Source: an optimization exercise on an open RTL-to-GDS flow (aim: small area, a short achievable clock period and few clock cycles). Production flows keep margins and buffers that such runs may drop.
Where RTL was checked, it was by simulation tests only, not by an equivalence proof against the original.
Power is estimated from default activity; no workload was simulated.

==> flow/design.v <==
module infix_calc
(
    input  wire       CLK,
    input  wire       RST,
    output reg        BUSY,
    input  wire [7:0] INPUT_SIGN,
    input  wire       SIGN_STB,
    input  wire [7:0] INPUT_NUMBER,
    input  wire       NUMBER_STB,
    output wire [7:0] OUT,
    output reg        OUT_STB
);
wire in_mul = ~INPUT_SIGN[0];
wire in_div = INPUT_SIGN[2] & INPUT_SIGN[1];
wire in_sub = ~INPUT_SIGN[1];
wire take_num = NUMBER_STB & ~SIGN_STB & ~BUSY;
wire take_op  = SIGN_STB & ~NUMBER_STB & ~BUSY;
wire take_end = SIGN_STB & NUMBER_STB & ~BUSY;
reg       r_num;     
reg       r_lo;      
reg       r_end;     
reg [7:0] r_val;     
reg       m_mul;     
reg       m_div;     
reg       n_sub;     
always @(posedge CLK) begin
    if (RST) begin
        r_num <= 1'b0;
        r_lo  <= 1'b0;
        r_end <= 1'b0;
        m_mul <= 1'b0;
        m_div <= 1'b0;
        BUSY  <= 1'b0;
    end else begin
        r_num <= take_num;
        r_lo  <= take_op & ~in_mul & ~in_div;
        r_end <= take_end;
        if (take_op | take_end) begin
            m_mul <= in_mul & take_op;
            m_div <= in_div & take_op;
        end
        BUSY  <= r_num & m_mul & take_op & (in_mul | in_div);
    end
    r_val <= INPUT_NUMBER;
    if (take_op & ~in_mul & ~in_div)
        n_sub <= in_sub;
end
reg  [7:0]    term;
reg           a_num;      
reg           a_mul;
reg           a_div;
reg  [7:0]    a_val;      
reg  [K1-1:0] a_rem;      
reg           b_div;      
reg           b_mul;      
reg  [K2-1:0] b_rem;      
localparam K1 = 4;
localparam K2 = 6;
wire [7:0] x1 = r_val ^ {8{m_div}};    
wire [0:0] dv0 = m_div & term[7];
wire [1:0] ds0 = {1'b0, dv0} + {1'b0, x1[0:0]} + {1'd0, m_div};
wire qd0 = ds0[1] & (x1[7:1] == {7{m_div}});    
wire dq0 = m_div ? qd0 : term[7];
wire [0:0] dr0 = dq0 ? ds0[0:0] : dv0;
wire [1:0] dv1 = {dr0, m_div & term[6]};
wire [2:0] ds1 = {1'b0, dv1} + {1'b0, x1[1:0]} + {2'd0, m_div};
wire qd1 = ds1[2] & (x1[7:2] == {6{m_div}});    
wire dq1 = m_div ? qd1 : term[6];
wire [1:0] dr1 = dq1 ? ds1[1:0] : dv1;
wire [2:0] dv2 = {dr1, m_div & term[5]};
wire [3:0] ds2 = {1'b0, dv2} + {1'b0, x1[2:0]} + {3'd0, m_div};
wire qd2 = ds2[3] & (x1[7:3] == {5{m_div}});    
wire dq2 = m_div ? qd2 : term[5];
wire [2:0] dr2 = dq2 ? ds2[2:0] : dv2;
wire [3:0] dv3 = {dr2, m_div & term[4]};
wire [4:0] ds3 = {1'b0, dv3} + {1'b0, x1[3:0]} + {4'd0, m_div};
wire qd3 = ds3[4] & (x1[7:4] == {4{m_div}});    
wire dq3 = m_div ? qd3 : term[4];
wire [3:0] dr3 = dq3 ? ds3[3:0] : dv3;
wire [4:0] dv4 = {a_rem, a_div & term[3]};
wire [5:0] ds4 = {1'b0, dv4} + {1'b0, a_val[4:0]} + {5'd0, a_div};
wire qd4 = ds4[5] & (a_val[7:5] == {3{a_div}});    
wire dq4 = a_div ? qd4 : term[3];
wire [4:0] dr4 = dq4 ? ds4[4:0] : dv4;
wire [5:0] dv5 = {dr4, a_div & term[2]};
wire [6:0] ds5 = {1'b0, dv5} + {1'b0, a_val[5:0]} + {6'd0, a_div};
wire qd5 = ds5[6] & (a_val[7:6] == {2{a_div}});    
wire dq5 = a_div ? qd5 : term[2];
wire [5:0] dr5 = dq5 ? ds5[5:0] : dv5;
wire [6:0] dv6 = {b_rem, a_div & term[1]};
wire [7:0] ds6 = {1'b0, dv6} + {1'b0, a_val[6:0]} + {7'd0, a_div};
wire qd6 = ds6[7] & (a_val[7:7] == {1{a_div}});    
wire dq6 = a_div ? qd6 : term[1];
wire [6:0] dr6 = dq6 ? ds6[6:0] : dv6;
wire [7:0] dv7 = {dr6, a_div & term[0]};
wire [8:0] ds7 = {1'b0, dv7} + {1'b0, a_val[7:0]} + {8'd0, a_div};
wire qd7 = ds7[8];    
wire dq7 = a_div ? qd7 : term[0];
wire [7:0] dr7 = dq7 ? ds7[7:0] : dv7;
wire [K1-1:0]    q1 = {qd0, qd1, qd2, qd3};
wire [K2-K1-1:0] q2 = {qd4, qd5};
wire [7-K2:0]    q3 = {qd6, qd7};
wire [7:0]       r3 = dr7;    
always @(posedge CLK) begin
    if (RST) begin
        a_num <= 1'b0;
        b_div <= 1'b0;
        b_mul <= 1'b0;
    end else begin
        a_num <= r_num;
        b_div <= a_num & a_div;
        b_mul <= a_num & a_mul;
    end
    if (r_num) begin
        a_mul <= m_mul;
        a_div <= m_div;
        a_val <= x1;
    end
    a_rem <= dr3;
    b_rem <= dr5;
    if (a_num & ~a_div & ~a_mul)
        term <= a_val;
    else if (b_mul)
        term <= r3;
    else begin
        if (r_num & m_div)
            term[7:8-K1] <= q1;
        if (a_num & a_div)
            term[7-K1:8-K2] <= q2;
        if (b_div)
            term[7-K2:0] <= q3;
    end
end
reg [7:0] sum;
reg       first;     
reg       sop_sub;   
reg       p_sub;     
reg       lo1, lo2, end1, end2;
wire [7:0] base  = first ? 8'd0 : sum;
wire [7:0] total = base + (term ^ {8{sop_sub}}) + {7'd0, sop_sub};
always @(posedge CLK) begin
    if (RST) begin
        lo1     <= 1'b0;
        lo2     <= 1'b0;
        end1    <= 1'b0;
        end2    <= 1'b0;
        first   <= 1'b1;
        sop_sub <= 1'b0;
        OUT_STB <= 1'b0;
    end else begin
        lo1     <= r_lo;
        lo2     <= lo1;
        end1    <= r_end;
        end2    <= end1;
        OUT_STB <= end2;
        if (lo2) begin
            first   <= 1'b0;
            sop_sub <= p_sub;
        end else if (end2) begin
            first   <= 1'b1;
            sop_sub <= 1'b0;
        end
    end
    if (lo1)
        p_sub <= n_sub;
    if (lo2 | end2)
        sum <= total;
end
assign OUT = sum;
endmodule
Settings: LEC_CHECK=0, CAP_MARGIN=20, CORE_MARGIN=2, CORE_UTILIZATION=40, SLEW_MARGIN=20; clock period 13.0 ns.
standard.sh (not shown) runs the stock make flow with config.mk's settings and CLKGATE_MAP_FILE= SYNTH_SCRIPT=/design/flow/synth_recipe.tcl, a recipe that flattens the netlist after the stock synthesis.
==> flow/flow/run.sh <==
#!/bin/bash
# Standard ORFS layout at the design's clock and constraints, with a larger setup
# target for the timing repair, plain buffers on the ports and clock tree options
# (see params.sh).
set -euo pipefail
source flow/params.sh
bash standard.sh SETUP_SLACK_MARGIN=$SETUP_MARGIN "BUFFER_PORTS_ARGS=-buffer_cell $PORT_BUF" "CTS_ARGS=$CTS" $EXTRA finish > make.log 2>&1
==> flow/flow/params.sh <==
SETUP_MARGIN=9.3
EXTRA="ABC_AREA=1"
CTS="-sink_clustering_enable -repair_clock_nets -dont_use_dummy_load"
PORT_BUF=sky130_fd_sc_hd__buf_2
Testbench counts at the start, summed over its fixed seeds: cycles 14,680.
Then changed:
--- a/flow/design.v
+++ b/flow/design.v
@@ -49,12 +49,11 @@
 reg           a_num;      
 reg           a_mul;
 reg           a_div;
 reg  [7:0]    a_val;      
 reg  [K1-1:0] a_rem;      
-reg           b_div;      
-reg           b_mul;      
+reg           b_num;      
 reg  [K2-1:0] b_rem;      
 localparam K1 = 4;
 localparam K2 = 6;
 wire [7:0] x1 = r_val ^ {8{m_div}};    
 wire [0:0] dv0 = m_div & term[7];
@@ -102,69 +101,63 @@
 wire [7-K2:0]    q3 = {qd6, qd7};
 wire [7:0]       r3 = dr7;    
 always @(posedge CLK) begin
     if (RST) begin
         a_num <= 1'b0;
-        b_div <= 1'b0;
-        b_mul <= 1'b0;
+        b_num <= 1'b0;
     end else begin
         a_num <= r_num;
-        b_div <= a_num & a_div;
-        b_mul <= a_num & a_mul;
+        b_num <= a_num;
     end
     if (r_num) begin
         a_mul <= m_mul;
         a_div <= m_div;
         a_val <= x1;
     end
     a_rem <= dr3;
     b_rem <= dr5;
     if (a_num & ~a_div & ~a_mul)
         term <= a_val;
-    else if (b_mul)
+    else if (b_num & a_mul)
         term <= r3;
     else begin
         if (r_num & m_div)
             term[7:8-K1] <= q1;
         if (a_num & a_div)
             term[7-K1:8-K2] <= q2;
-        if (b_div)
+        if (b_num & a_div)
             term[7-K2:0] <= q3;
     end
 end
 reg [7:0] sum;
-reg       first;     
 reg       sop_sub;   
 reg       p_sub;     
 reg       lo1, lo2, end1, end2;
-wire [7:0] base  = first ? 8'd0 : sum;
-wire [7:0] total = base + (term ^ {8{sop_sub}}) + {7'd0, sop_sub};
+wire [7:0] total = sum + (term ^ {8{sop_sub}}) + {7'd0, sop_sub};
 always @(posedge CLK) begin
     if (RST) begin
         lo1     <= 1'b0;
         lo2     <= 1'b0;
         end1    <= 1'b0;
         end2    <= 1'b0;
-        first   <= 1'b1;
         sop_sub <= 1'b0;
         OUT_STB <= 1'b0;
     end else begin
         lo1     <= r_lo;
         lo2     <= lo1;
         end1    <= r_end;
         end2    <= end1;
         OUT_STB <= end2;
-        if (lo2) begin
-            first   <= 1'b0;
+        if (lo2)
             sop_sub <= p_sub;
-        end else if (end2) begin
-            first   <= 1'b1;
+        else if (end2)
             sop_sub <= 1'b0;
-        end
     end
     if (lo1)
         p_sub <= n_sub;
-    if (lo2 | end2)
+    if (RST | OUT_STB)
+        sum <= 8'd0;
+    else if (lo2 | end2)
         sum <= total;
 end
 assign OUT = sum;
 endmodule
After rerunning: The changed run finished clean; routed wire length climbs by roughly a tenth; core utilization is higher by 2.4 points; clock power rises by well over a third; area after synthesis grows by a few percent; worst setup slack got worse by 0.18 ns; global-route usage grows by 0.43 points.
No functional check of the RTL was part of the second run of this note.

## port drivers added, routing unchanged
In the flow no input, the clock included, has a driving cell. The finished layouts below were timed again as built, in two steps. Step 1 (the two cells are an assumption about what drives the block):
set clk [get_ports {CLK}]
set_driving_cell -lib_cell sky130_fd_sc_hd__clkbuf_16 $clk
set_driving_cell -lib_cell sky130_fd_sc_hd__buf_2 [delete_from_list [all_inputs] $clk]
Step 2, shift: input delay + t, output delay - t, t = (earliest + latest rising clock arrival at the registers) / 2. This alone moves slack from input paths to output paths. Slacks: ideal ports / drivers / drivers and shift; pairs: ideal ports / drivers.
run	t (ns)	setup WS [ns]	worst hold slack (ns)	worst setup path after step 2	cell pins on the clock port's net
the first run	0.358	9.295 / 9.295 / 9.295	0.405 / 0.405 / 0.405	register to register	1
the second run	0.359	9.112 / 9.112 / 9.112	0.403 / 0.403 / 0.403	register to register	1
After both steps every run listed still meets setup and hold.
